What follows belongs to an exercise in optimizing a design on an open flow for small area; a production flow would make more cautious choices. In this exercise RTL edits were held to simulation tests only and were not proved equivalent to the original.

==> inputs of 08-20 <==
// cordic
module cordic (
	input clk,
	input rst,
	input in_valid,
	input signed [31:0] angle,
	output reg out_valid,
	output signed [31:0] cosine,
	output signed [31:0] sine,
	output signed [31:0] finalAngle
);
make LEC_CHECK=0 CAP_MARGIN=20 CORE_MARGIN=2 CORE_UTILIZATION=40 CTS_BUF_LIST=sky130_fd_sc_hd__clkbuf_8 CTS_CLUSTER_DIAMETER=100 CTS_CLUSTER_SIZE=18 SLEW_MARGIN=20 finish   # period 15.0 ns
run.sh (not shown) runs the stock make flow with config.mk's settings and CLKGATE_MAP_FILE= SYNTH_SCRIPT=/design/flow/synth_recipe.tcl, a recipe that flattens the netlist after the stock synthesis.
==> 05-06 (differences from 08-20) <==
--- a/flow/config.mk
+++ b/flow/config.mk
@@ -8,7 +8,5 @@
 export CAP_MARGIN = 20
 export CORE_MARGIN = 2
-export CORE_UTILIZATION = 40
-export CTS_BUF_LIST = sky130_fd_sc_hd__clkbuf_8
-export CTS_CLUSTER_DIAMETER = 100
-export CTS_CLUSTER_SIZE = 18
+export CORE_UTILIZATION = 65
+export PLACE_DENSITY = 0.75
 export SLEW_MARGIN = 20
==> 05-21 (differences from 08-20) <==
--- a/flow/config.mk
+++ b/flow/config.mk
@@ -9,6 +9,3 @@
 export CORE_MARGIN = 2
 export CORE_UTILIZATION = 40
-export CTS_BUF_LIST = sky130_fd_sc_hd__clkbuf_8
-export CTS_CLUSTER_DIAMETER = 100
-export CTS_CLUSTER_SIZE = 18
 export SLEW_MARGIN = 20
==> run summary <==
05-21 ran to the end with no violations. 08-20 completed without violations. 05-06 finished with timing, DRC and antenna clean. Between 05-21 and 05-06, the lower die area is in 05-06 (gap about 60%, measured against 05-06). Cell area: 08-20 is smaller than 05-06 (2.0%). In non-clock buffer count, 08-20 and 05-21 do not differ. In 05-21 the hold slack is higher than in 08-20, by 0.017 ns.
==> figures <==
item	08-20	05-21	05-06
Status	timing/DRC/antenna clean	timing/DRC/antenna clean	timing/DRC/antenna clean
Post-detailed-route via-to-cell ratio	4.78	4.77	5.39
Data required time of the critical path	15.86 ns	15.66 ns	15.59 ns
End point of the critical path	y9_s5[29]$_DFF_P_	y9_s5[29]$_DFF_P_	x30_s15[27]$_DFF_P_
GR met2 Demand/Resource	30.0%	30.3%	47.4%
Overall routed net length	196,000 um	198,000 um	196,000 um
Maximum cell stage delay along the critical path	0.70 ns	0.68 ns	0.77 ns
Placed Area	0.107 sq mm	0.107 sq mm	0.106 sq mm
Routability cong.	0.837	0.837	0.870
Number of antenna violations at the first check in global routing	9	10	4
R2R Path Start	d6_s4$_DFF_P_	d6_s4$_DFF_P_	d27_s14$_DFF_P_
Cell area after layout	0.109 sq mm	0.113 sq mm	0.111 sq mm

==> v20 <==
Another version of the RTL of cordic (not shown whole).
// cordic
module cordic (
	input clk,
	input rst,
	input in_valid,
	input signed [31:0] angle,
	output reg out_valid,
	output signed [31:0] cosine,
	output signed [31:0] sine,
	output signed [31:0] finalAngle
);
clock: 15.0 ns
lec_check: 0
cap_margin: 20
core_margin: 2
core_utilization: 40
cts_buf_list: sky130_fd_sc_hd__clkbuf_16
cts_cluster_diameter: 150
cts_cluster_size: 25
slew_margin: 20
==> v34 (differences from v20) <==
- SETUP_SLACK_MARGIN: unset -> 0.15
==> run summary <==
                                                                                 v34                       v20
Cell area after layout                                                    87000 um^2                87200 um^2
Accumulated negative setup slack                                             -286 ps                   -488 ps
Data arrival at the endpoint of the critical path                           15750 ps                  15820 ps
Detailed-route via count                                                       55100                     55400
Outcome                                                     finished with violations  finished with violations
Layout check failures                                                   setup timing              setup timing
Diode count                                                                        3                         2
Setup Skew                                                                   33.4 ps                   25.2 ps
Fraction of area in multi-input gates                                          0.620                     0.619
GR Util met3                                                                  0.0135                    0.0127
Worst-case hold slack                                                         311 ps                    325 ps
First drt pass iteration count                                                     7                         8
Initial antenna violation count                                                    1                         2
Post-Place Cell Area                                                      84200 um^2                84200 um^2
Vias in the first global route                                                 55800                     55900
Clock buffers and inverters, area share                                       0.0156                    0.0155
Multi-input combinational cell area                                       53900 um^2                54000 um^2
Routed WL                                                                  176000 um                 177000 um
Count of buffers added by post-CTS timing repair for setup                        11                        21
DPL Wire Length                                                            145000 um                 146000 um
Logic depth of the worst setup path including buffers                             73                        71
Sequential cell area                                                      21900 um^2                21900 um^2
Number of buffers outside the clock class in the layout                          381                       394

==> wip/sierra <==
Another version of the RTL of cordic (not shown whole).
clock: 15.0 ns
lec_check: 0
cap_margin: 20
core_margin: 2
core_utilization: 60
cts_buf_list: sky130_fd_sc_hd__clkbuf_16
cts_cluster_diameter: 150
cts_cluster_size: 25
slew_margin: 20
==> inputs of wip/nickel, as changes to wip/sierra <==
--- a/flow/config.mk
+++ b/flow/config.mk
@@ -7,7 +7,7 @@
 export LEC_CHECK = 0
 export CAP_MARGIN = 20
 export CORE_MARGIN = 2
-export CORE_UTILIZATION = 60
+export CORE_UTILIZATION = 40
 export CTS_BUF_LIST = sky130_fd_sc_hd__clkbuf_16
 export CTS_CLUSTER_DIAMETER = 150
 export CTS_CLUSTER_SIZE = 25
==> comparison table <==
| item | wip/sierra | wip/nickel |
|---|---|---|
| Total routed wirelength | 179000 um | 179000 um |
| Grt met3 use | 0.0260 | 0.0129 |
| Status | timing/DRC/antenna clean | timing/DRC/antenna clean |
| Worst skew pair latency | 730 ps | 700 ps |
| Cells on worst reg2reg path | 68 | 69 |
| Final min period | 14310 ps | 14140 ps |
| Proportion of cell area occupied by multi-input gates | 0.638 | 0.630 |
| GRT met1 Usage | 0.389 | 0.235 |
| Routability congestion estimate from global placement | 0.909 | 0.873 |
| Area used by sequential logic in the layout | 22000 um^2 | 22000 um^2 |
| Register fraction of the total cell area | 0.262 | 0.259 |
| Global routing usage summed across all routing layers | 0.264 | 0.175 |
| Relative slew slack | 0.305 | 0.248 |
| Non-clock buffers | 228 | 218 |
| Start point of the critical path | YH_s11[0]$_DFF_P_ | LXH_s11[3]$_DFF_P_ |
| Peak per-stage delay on the critical path | 860 ps | 690 ps |

separate check: timing with driven ports:
The flow's constraints put no driver on any port. The routed layouts listed below were extracted and timed again, unchanged, in two steps. Step 1 assumes that a clkbuf_16 drives the clock port and a buf_2 every other input. Step 2 also shifts input and output timing later by t, the mid clock arrival at the registers, as if the neighbouring blocks saw the same clock. a / b / c = ideal / step 1 / step 2; a / b = the first two.
run	t, ns	slack for setup (ns)	worst data-port slew with drivers (ns)
08-20	0.968	1.098 / 1.098 / 1.098	0.14
05-06	0.857	0.822 / 0.822 / 0.822	0.04
05-21	0.882	1.085 / 1.085 / 1.085	0.12
v20	0.762	-0.212 / -0.212 / -0.212	0.05
v34	0.770	-0.145 / -0.145 / -0.145	0.05
wip/sierra	0.774	0.693 / 0.612 / 0.947	0.05
wip/nickel	0.754	0.864 / 0.784 / 0.948	0.05
